This design comes from an exercise in tuning for small area and a short achievable clock period on the open sky130 flow, not from production work.
Function was checked by simulation only, so behaviour that the tests miss may differ from the original.
No activity file was given, so power comes from the tool's default toggle rates. The flow treats the clock pin as an ideal source, which a real chip does not have.

**run.sh**
```bash
#!/bin/bash
# synth_recipe.tcl (not shown) runs the flow's synth.tcl, then flattens the netlist and writes it again
# the make line also repeats each setting of config.mk as NAME=value (left out here)
make -C /OpenROAD-flow-scripts/flow DESIGN_CONFIG=/design/flow/config.mk WORK_HOME=/design/flow/orfs CLKGATE_MAP_FILE= SYNTH_SCRIPT=/design/flow/synth_recipe.tcl finish
```
**config.mk**
```make
export PLATFORM = sky130hd
export DESIGN_NAME = single_port_ram
export DESIGN_NICKNAME = single_port_ram
export VERILOG_FILES = /design/flow/design.v
export SDC_FILE = /design/flow/constraint.sdc
export NUM_CORES = 4
export LEC_CHECK = 0
export CAP_MARGIN = 20
export CORE_MARGIN = 2
export CORE_UTILIZATION = 40
export SLEW_MARGIN = 20
export SYNTH_MEMORY_MAX_BITS = 8192
```
**constraint.sdc**
```tcl
create_clock -name core_clock -period 8.0 [get_ports {clk}]
set_input_delay 1.6000 -clock core_clock [delete_from_list [all_inputs] [get_ports {clk}]]
set_output_delay 1.6000 -clock core_clock [all_outputs]
set_load 0.01 [all_outputs]
```
**design.v**
```verilog
module single_port_ram #(
    parameter ADDR_WIDTH = 8,
    parameter DATA_WIDTH = 32
)(
    input  wire                   clk, rst,
    input  wire                   we,       
    input  wire [ADDR_WIDTH-1:0]  addr,
    input  wire [DATA_WIDTH-1:0]  din,
    output reg  [DATA_WIDTH-1:0]  dout
);
reg [DATA_WIDTH-1:0] memory_sram [0:(1<<ADDR_WIDTH)-1];
always@(posedge clk, posedge rst)
begin
 if(rst)
   dout <= {DATA_WIDTH{1'b0}};
 else
  begin
      if (we)
      begin
      memory_sram[addr] <= din;
      end
      else
      dout <= memory_sram[addr];
      begin
      end
  end
end
endmodule
```
==> reports/metrics.yaml, run 1 <==
synthesis:
  synth-seq-area-share: 0.815
  synth_edf_count: 8192
  ys_types: 70
  syn_area_sq_um: 303000
  ys_seq_elements: 8224
  synth_largest_area_cell: "edfxtp_1"
  syn_area_per_cell_sq_um: 17.6
  async_reset_ff_frac: 0.00389
  synth_top_area_frac: 0.812
  yosys_warnings: 2
  yosys_most_used_dff: "edfxtp_1"
  synth_area_leaders: "edfxtp_1, a22oi_1, nand3_1"
  syn_inst: 17200
drt:
  vias_per_cell: 6.67
  final_antenna_net_count: 0
  drt_iter0_drc: 37500
  drc: 0
  routed-via-count: 191000
  routedWlPerCell_um: 40.0
  first_pass_iters: 7
  wl_mm: 1150
worst_setup_path:
  crit_fanout: 63
  cp_slowest_cell: "nand4_1"
  worst_path_most_repeated_cell: "buf_4"
  crit_arrival_ns: 7.91
  worstSetupStartpointType: "input pin"
  cp-end-kind: "flop"
  cp_cell_sequence: "buf_2 -> buf_4 -> and4b_4 -> buf_12 -> buf_4 -> nand3_1 -> nand4_1 -> nor4_2 -> buf_4 -> and4_1 -> nand4_1 -> a211oi_1 -> o31ai_1"
  crit_type: "in -> reg"
  required_ns: 9.10
  max_stage_delay_ns: 1.25
  critical_path.top_delay_family: "simple AND/OR/NAND/NOR gates"
  cp_num_buf_inv: 5
cts:
  root_buffer: "clkbuf_16"
  htree_num_levels: 6
  clk_latency_ns: 1.25
  tritoncts: "built"
  cts_resized: 0
  cts_buffer_depth: 4
  cts_made_buffers: 800
  numClockSinks: 8224
  cts.reportedPaths.clkPinSlew_ns: 0.06
  cts_setup_buffers: 0
  postCtsHoldBufs: 0
power:
  leakage_nw: 107
  total_power_w: 0.0876
  ir_worst_vdd_mv: 0.195
  power.density_nw_per_um2: 250
floorplanning:
  dieArea_sq_um: 764000
  initial_core_util: 0.401
  dieHeight_um: 874
  rows: 319
  ios: 75
  core_sq_um: 755000
  die_w_um: 874
cells_and_area:
  syn2layout_area_growth_pct: 15.5
  final_layout_size_suffix_gt1_frac: 0.146
  final_nets: 17900
  design_area_sq_um: 350000
  fin_cells: 28700
timing:
  max_slew_margin: 0.0773
  fin_crit_ns: 6.81
  fin_crit_sh: 0.851
  finalHoldViolations: 0
  finalSetupViolations: 0
  max_freq_mhz: 147
  grt_setup_unrepaired: "false"
  fin_skew_ns: 0.139
  fin_tns_setup_ns: 0
  slew_viol_final: 0
  tightestPinTransition_ns: 1.37
place:
  gp_congestion: 1.01
  dp_hpwl_mm: 692
  port_buffers: 74
  dpl.cell_count: 27100
  place_area_sq_um: 324000
grt:
  grt_pass1_vias: 176000
  overflow: 0
  grt_max_degree: 218
  grt_first_pass_wirelength_mm: 1530
  grt_usage: 0.289
  grt_antenna_before_repair: 131
job:
  max-cap-violations: 0
hold_path:
  min_path_type: "reg -> reg"
run_status:
  status: "timing/DRC/antenna clean"
==> flip-flops by register name, summed over array words and instances (netlist names) <==
| signal | cells |
|---|---|
| memory_sram | 8192 |
| dout | 32 |
==> where the power goes <==
part           switching [W]  internal, W
sequential          0.000208       0.0475
clock                 0.0166       0.0204
combinational        0.00247     0.000589
total                 0.0192       0.0684
==> path summary, 6_finish.rpt <==
check / startpoint / end / slack, ns / cells past startpoint
setup / recovery: addr[1] / dout[31] / 1.19 / 13
hold reg to reg: memory_sram[0][30] / dout[30] / 0.55 / 2
hold / removal: memory_sram[0][30] / dout[30] / 0.55 / 2
min in group asynchronous: rst / dout[30] / 1.52 / 3
max in group asynchronous: rst / dout[15] / 5.94 / 3
setup reg to reg: memory_sram[128][31] / dout[31] / 3.44 / 8
==> cell type report <==
cell class	instances	area (sq um)
Tap cell	10100	12700
Inverter	6	22.5
Fill cell	63200	405000
Antenna cell	85	213
Sequential cell	8224	247000
Clock inverter	458	4410
Clock buffer	992	20900
Multi-Input combinational cell	7691	54500
Timing Repair Buffer	1104	10500
==> synth_stat cells (207+ instances only) <==
cell type,number
a21oi_1,207
a22o_1,297
a22oi_1,2478
and3_1,405
buf_2,245
clkbuf_1,835
edfxtp_1,8192
nand2_1,280
nand3_1,1234
nand4_1,502
nor2_1,327
nor4_1,263
o22ai_1,485
==> through the flow <==
stage / setup slack (ns) / hold slack, ns / utilization
after detailed placement: 0.789 / 0.569 / 0.430
after global routing: 1.50 / 0.607 / 0.463
after global placement: -0.215 / 0.559 / 0.429
after floorplan: 1.85 / 0.518 / -
after CTS: 2.05 / 0.576 / 0.463
final: 1.19 / 0.551 / 0.464
==> worst min-delay path, cell delays in order (launching register included) <==
cell and delay [ns]:
edfxtp_1 0.33, nor3_1 0.06, o31ai_1 0.18
==> kinds of logic (layout without fill, tap and decap cells) <==
group | count (synthesis) | in the layout | synth area share
other | 0 | 85 | 0
XOR/XNOR | 5 | 5 | 0.000145
flip-flops | 8224 | 8224 | 0.815
AO/OA/AOI/OAI | 4237 | 4237 | 0.106
buffers and inverters | 1305 | 2560 | 0.0176
AND/OR/NAND/NOR | 3449 | 3449 | 0.0620
==> layer usage <==
| metal | global-route usage | vias to the layer above | part of all wire | wire, um |
|---|---|---|---|---|
| met4 | 0.159 | 62 | 0.066 | 75900 |
| met1 | 0.378 | 98400 | 0.36 | 407000 |
| li1 | - | 73800 | - | - |
| met5 | 0.00248 | - | 0.00089 | 1020 |
| met2 | 0.419 | 15800 | 0.43 | 491000 |
| met3 | 0.108 | 3145 | 0.15 | 171000 |
==> layout by cell type (no fill, tap or decap), types with 33 or more instances in the layout <==
cell type	Yosys	routed
a2111oi_0	136	131
a21oi_1	207	207
a221oi_1	124	124
a222oi_1	161	161
a22o_1	297	297
a22oi_1	2478	2477
a32oi_1	106	106
and3_1	405	405
buf_12	0	146
buf_4	10	871
buf_8	1	33
bufinv_16	0	55
clkbuf_1	835	183
clkbuf_16	0	805
clkdlybuf4s50_1	0	33
clkinv_1	1	204
clkinv_2	0	130
diode_2	0	85
edfxtp_1	8192	8192
nand2_1	280	278
nand3_1	1234	1234
nand4_1	502	502
nor2_1	327	91
nor2_2	5	66
nor2_4	0	175
nor3_1	202	58
nor3_2	0	131
nor4_1	263	151
nor4_2	0	103
o211ai_1	69	69
o22ai_1	485	485
o31ai_1	33	33
or4_1	107	105
==> run 2: changes to the inputs <==
==> design.v (replaced) <==
module sp_ram_aoi3 (
    input  wire a0, s0, a1, s1, a2, s2,
    output wire y
);
  assign y = ~((a0 & s0) | (a1 & s1) | (a2 & s2));
endmodule
module sp_ram_dec #(
    parameter ADDR_WIDTH = 8
)(
    input  wire [ADDR_WIDTH-1:0]      addr,
    input  wire                       en,
    output wire [(1<<ADDR_WIDTH)-1:0] sel
);
  genvar i;
  generate
    for (i = 0; i < (1 << ADDR_WIDTH); i = i + 1) begin : g_sel
      assign sel[i] = en & (addr == i);
    end
  endgenerate
endmodule
module single_port_ram #(
    parameter ADDR_WIDTH = 8,
    parameter DATA_WIDTH = 32
)(
    input  wire                   clk, rst,
    input  wire                   we,       
    input  wire [ADDR_WIDTH-1:0]  addr,
    input  wire [DATA_WIDTH-1:0]  din,
    output reg  [DATA_WIDTH-1:0]  dout
);
localparam WORDS  = 1 << ADDR_WIDTH;
localparam GROUPS = (WORDS + 2) / 3;
wire [WORDS-1:0] wsel, rsel;
sp_ram_dec #(.ADDR_WIDTH(ADDR_WIDTH)) u_wdec (.addr(addr), .en(we & ~rst), .sel(wsel));
sp_ram_dec #(.ADDR_WIDTH(ADDR_WIDTH)) u_rdec (.addr(addr), .en(1'b1),      .sel(rsel));
reg [DATA_WIDTH-1:0] mem [0:WORDS-1];
genvar i, b;
generate
  for (i = 0; i < WORDS; i = i + 1) begin : g_word
    always @(posedge clk)
      if (wsel[i])
        mem[i] <= din;
  end
endgenerate
wire [GROUPS*3-1:0] s3 = {{(GROUPS*3-WORDS){1'b0}}, rsel};
wire [DATA_WIDTH-1:0] rd;
generate
  for (b = 0; b < DATA_WIDTH; b = b + 1) begin : g_bit
    wire [GROUPS*3-1:0] col;
    wire [GROUPS-1:0]   grp;
    for (i = 0; i < WORDS; i = i + 1) begin : g_col
      assign col[i] = mem[i][b];
    end
    for (i = WORDS; i < GROUPS*3; i = i + 1) begin : g_pad
      assign col[i] = 1'b0;
    end
    for (i = 0; i < GROUPS; i = i + 1) begin : g_grp
      sp_ram_aoi3 u_aoi (
        .a0(col[3*i]),   .s0(s3[3*i]),
        .a1(col[3*i+1]), .s1(s3[3*i+1]),
        .a2(col[3*i+2]), .s2(s3[3*i+2]),
        .y(grp[i]));
    end
    assign rd[b] = ~&grp;
  end
endgenerate
always @(posedge clk, posedge rst)
  if (rst)
    dout <= {DATA_WIDTH{1'b0}};
  else if (!we)
    dout <= rd;
endmodule
==> flow/run.sh (new file) <==
#!/bin/bash
# Standard ORFS layout in steps. Timing repair after CTS and after global
# routing aims at a tighter target than the clock period (setup margin); the
# floorplan-stage repair is left at the plain period. CTS clusters more sinks
# per leaf buffer and inserts no dummy loads, for a smaller clock tree.
# The tools use all 8 CPUs.
set -euo pipefail
source flow/params.sh

bash standard.sh NUM_CORES=8 synth > synth.log 2>&1
bash standard.sh NUM_CORES=8 floorplan > floorplan.log 2>&1
bash standard.sh NUM_CORES=8 place > place.log 2>&1
CTS_ARGS="$CTS_ARGS" SETUP_SLACK_MARGIN=$CTS_MARGIN bash standard.sh NUM_CORES=8 cts > cts.log 2>&1
SETUP_SLACK_MARGIN=$GRT_MARGIN bash standard.sh NUM_CORES=8 grt > grt.log 2>&1
bash standard.sh NUM_CORES=8 route > route.log 2>&1
bash standard.sh NUM_CORES=8 finish > finish.log 2>&1
==> flow/params.sh (new file) <==
CTS_MARGIN=4.1
GRT_MARGIN=4.1
CTS_ARGS="-sink_clustering_enable -repair_clock_nets -dont_use_dummy_load -sink_clustering_size 30 -sink_clustering_max_diameter 120"
==> standard.sh (new file) <==
#!/bin/bash
# synth_recipe.tcl (not shown) runs the flow's synth.tcl, then flattens the netlist and writes it again
# the make line also repeats each setting of config.mk as NAME=value (left out here)
make -C /OpenROAD-flow-scripts/flow DESIGN_CONFIG=/design/flow/config.mk WORK_HOME=/design/flow/orfs CLKGATE_MAP_FILE= SYNTH_SCRIPT=/design/flow/synth_recipe.tcl "${@:-finish}"
--- a/config.mk
+++ b/config.mk
@@ -8,5 +8,8 @@
 export CAP_MARGIN = 20
 export CORE_MARGIN = 2
-export CORE_UTILIZATION = 40
+export CORE_UTILIZATION = 35
+export PLACE_DENSITY = 0.4
 export SLEW_MARGIN = 20
+export SYNTH_HIERARCHICAL = 1
 export SYNTH_MEMORY_MAX_BITS = 8192
+export SYNTH_MINIMUM_KEEP_SIZE = 0
removed: run.sh
==> reports/metrics.yaml, run 2 <==
worst_setup_path:
  cp-end-kind: "flop"
  cp_cell_sequence: "buf_16 -> or3b_4 -> buf_12 -> buf_16 -> buf_6 -> nor3_2 -> buf_4 -> a222oi_1 -> nand4_1 -> nor4_4 -> buf_4 -> and4_4 -> a32oi_1"
  crit_type: "in -> reg"
  required_ns: 8.93
  crit_fanout: 9
  cp_num_buf_inv: 6
  critical_path.top_delay_family: "simple AND/OR/NAND/NOR gates"
  worstSetupStartpointType: "input pin"
  crit_arrival_ns: 5.67
  cp_slowest_cell: "a222oi_1"
  max_stage_delay_ns: 0.95
floorplanning:
  ios: 75
  dieArea_sq_um: 820000
  rows: 331
  core_sq_um: 811000
  dieHeight_um: 906
  initial_core_util: 0.351
  die_w_um: 906
drt:
  final_antenna_net_count: 0
  drc: 0
  wl_mm: 1100
  first_pass_iters: 14
  routedWlPerCell_um: 43.6
  vias_per_cell: 6.36
  routed-via-count: 160000
  drt_iter0_drc: 33300
timing:
  hold_slack_ns: 0.540
  grt_setup_unrepaired: "true"
  finalWorstSetupSlack_ns: 3.27
  max_freq_mhz: 211
  fin_crit_sh: 0.592
  finalHoldViolations: 0
  slew_viol_final: 0
  fin_crit_ns: 4.73
  tightestPinTransition_ns: 1.29
  finalSetupViolations: 0
  max_slew_margin: 0.142
  fin_skew_ns: 0.109
cts:
  root_buffer: "clkbuf_16"
  cts_buffer_depth: 4
  cts_made_buffers: 316
  numClockSinks: 8224
  postCtsHoldBufs: 0
  cts.reportedPaths.clkPinSlew_ns: 0.12
  tritoncts: "built"
  clk_latency_ns: 1.10
  htree_num_levels: 5
cells_and_area:
  mostFrequentLayoutCells: "edfxtp_1, a222oi_1, buf_4"
  top_register: "mem"
  final_common_cell: "edfxtp_1"
  syn2layout_area_growth_pct: 14.1
  top_regs: "mem: 8192 flops, dout: 32 flops"
  final_layout_size_suffix_gt1_frac: 0.165
  largest_reg_flops: 8192
  final_nets: 14400
  fill_cells: 71200
synthesis:
  ys_seq_elements: 8224
  synth.most_common_cell: "edfxtp_1"
  synthTopCellsByCount: "edfxtp_1, a222oi_1, nand4_1, nor3_1, nor4_1"
  syn_inst: 12700
  yosys_warnings: 8
  synth_largest_area_cell: "edfxtp_1"
  synth-seq-area-share: 0.867
  syn_area_sq_um: 285000
  syn_area_per_cell_sq_um: 22.4
  synth_area_leaders: "edfxtp_1, a222oi_1, nand4_1"
  synth_top_area_frac: 0.865
  ys_types: 28
  synth_edf_count: 8192
  yosys_most_used_dff: "edfxtp_1"
  async_reset_ff_frac: 0.00389
grt:
  overflow: 0
  grt_first_pass_wirelength_mm: 1430
  grt_usage: 0.256
  grt_pass1_vias: 152000
  grt_antenna_before_repair: 106
  grt_max_degree: 165
place:
  gp_congestion: 0.783
  port_buffers: 74
  dp_slack_ns: -0.114
  dp_hpwl_mm: 611
hold_path:
  min_path_type: "reg -> reg"
job:
  max-cap-violations: 0
power:
  power.density_nw_per_um2: 215
  ir_worst_vdd_mv: 0.188
  leakage_nw: 96.9
run_status:
  status: "timing/DRC/antenna clean"
-- run 2: changes by cell type after synthesis, sizes merged, moves of 138 or more --
cell,delta
a222oi,+2591
a22oi,-2478
nand3,-1200
clkbuf,-711
o22ai,-485
buf,-411
and3,-406
nor3,+310
nor2,-300
a22o,-297
nand2,-278
a21oi,-207
nand4,+139
a2111oi,-138
-- run 2: through the flow --
stage / power (W) / instances / TNS [ns] / cell area [sq um] / util
floorplan: 0.0487 / 12800 / 0 / 285000 / -
global placement: 0.0505 / 24500 / -2.59 / 309000 / 0.381
detailed placement: 0.0506 / 24500 / -0.114 / 310000 / 0.382
CTS: 0.0701 / 25000 / 0 / 322000 / 0.398
global route: 0.0714 / 25200 / 0 / 324000 / 0.400
finish: 0.0696 / 25200 / 0 / 325000 / 0.400
-- run 2: worst paths after layout --
| check | from | end | slack (ns) | depth (start not counted) |
|---|---|---|---|---|
| max in group asynchronous | rst | dout[23] | 5.93 | 4 |
| max reg2reg | mem[20][0] | dout[0] | 4.35 | 6 |
| min | dout[30] | dout[30] | 0.54 | 2 |
| max | addr[2] | dout[0] | 3.27 | 13 |
| min in group asynchronous | rst | dout[5] | 1.34 | 3 |
| min reg2reg | dout[30] | dout[30] | 0.54 | 2 |
-- run 2: cell type report --
cell class	instances	area, sq um	share of cell area
multi-input combinational	4409	41800	0.129
inverter	33	124	0.000382
antenna	49	123	0.000378
sequential	8224	247000	0.761
clock buffer	316	7910	0.0244
tap	10800	13500	0.0417
timing repair buffer	1359	14200	0.0437
-- run 2: cells by family after synthesis --
family	after synthesis	synth area share
compound gates	2784	0.0978
buf+inv	210	0.00308
other cells	2	0.0000264
simple gates	1489	0.0318
flops	8224	0.867
-- run 2: timing repair --
item,in CTS,in global routing
cloned,33,8
hold endpoints to repair,0,0
endpoints found under the setup margin,3096,425
buffers inserted,218,105
gates resized for setup,455,201
pin swaps,157,187
-- run 2: routing by layer --
metal	up-vias	routed length, um	track usage
li1	63000	-	-
met1	87200	447000	0.365
met2	9141	513000	0.414
met3	939	102000	0.0376
met4	24	36200	0.0693
met5	-	161	0
-- run 2: worst reg2reg max path: stages, from the launching register on --
cell,delay [ns]
edfxtp_1,0.41
a222oi_1,1.05
nand4_1,0.63
nor4_4,0.85
buf_4,0.27
and4_4,0.22
a32oi_1,0.10
-- run 2: per-module statistics from Yosys, one instance, submodules excluded, a selection --
module,area (sq um),copies in the design,flip-flops and latches,cells inside
single_port_ram,253000,1,8224,9227
sp_ram_aoi3,10.0,2752,0,1
-- run 2: report_power, final --
part           leakage (nW)  switching, W  internal [W]
registers              73.9      0.000102        0.0474
clock network          3.89        0.0127       0.00716
logic                  19.0       0.00186      0.000456

[what the ideal ports hide]
No port has a modelled driver above. Below, the same layouts with a new extraction and two added sets of constraints. Step 1, drivers: a clkbuf_16 drives clk and a buf_2 each remaining input, both assumed. Step 2 also shifts input and output timing later by t, the mid clock arrival at the registers, as if the neighbouring blocks saw the same clock. Three values: ideal ports, drivers, drivers and shift; two values: the first two.
run	t (ns)	setup slack, ns	worst register clock-pin slew, ns	worst data-port slew with drivers (ns)	pins driven straight from the clock port
run 1	1.335	1.191 / 1.308 / -0.027	0.07 / 0.07	0.10	1
run 2	1.178	3.266 / 3.139 / 1.961	0.12 / 0.12	0.34	1
Met with ideal ports but missed after step 2: setup timing in run 1. For run 2, which loses most, drivers alone change the setup slack by -0.127 ns; drivers and shift together by -1.305 ns.
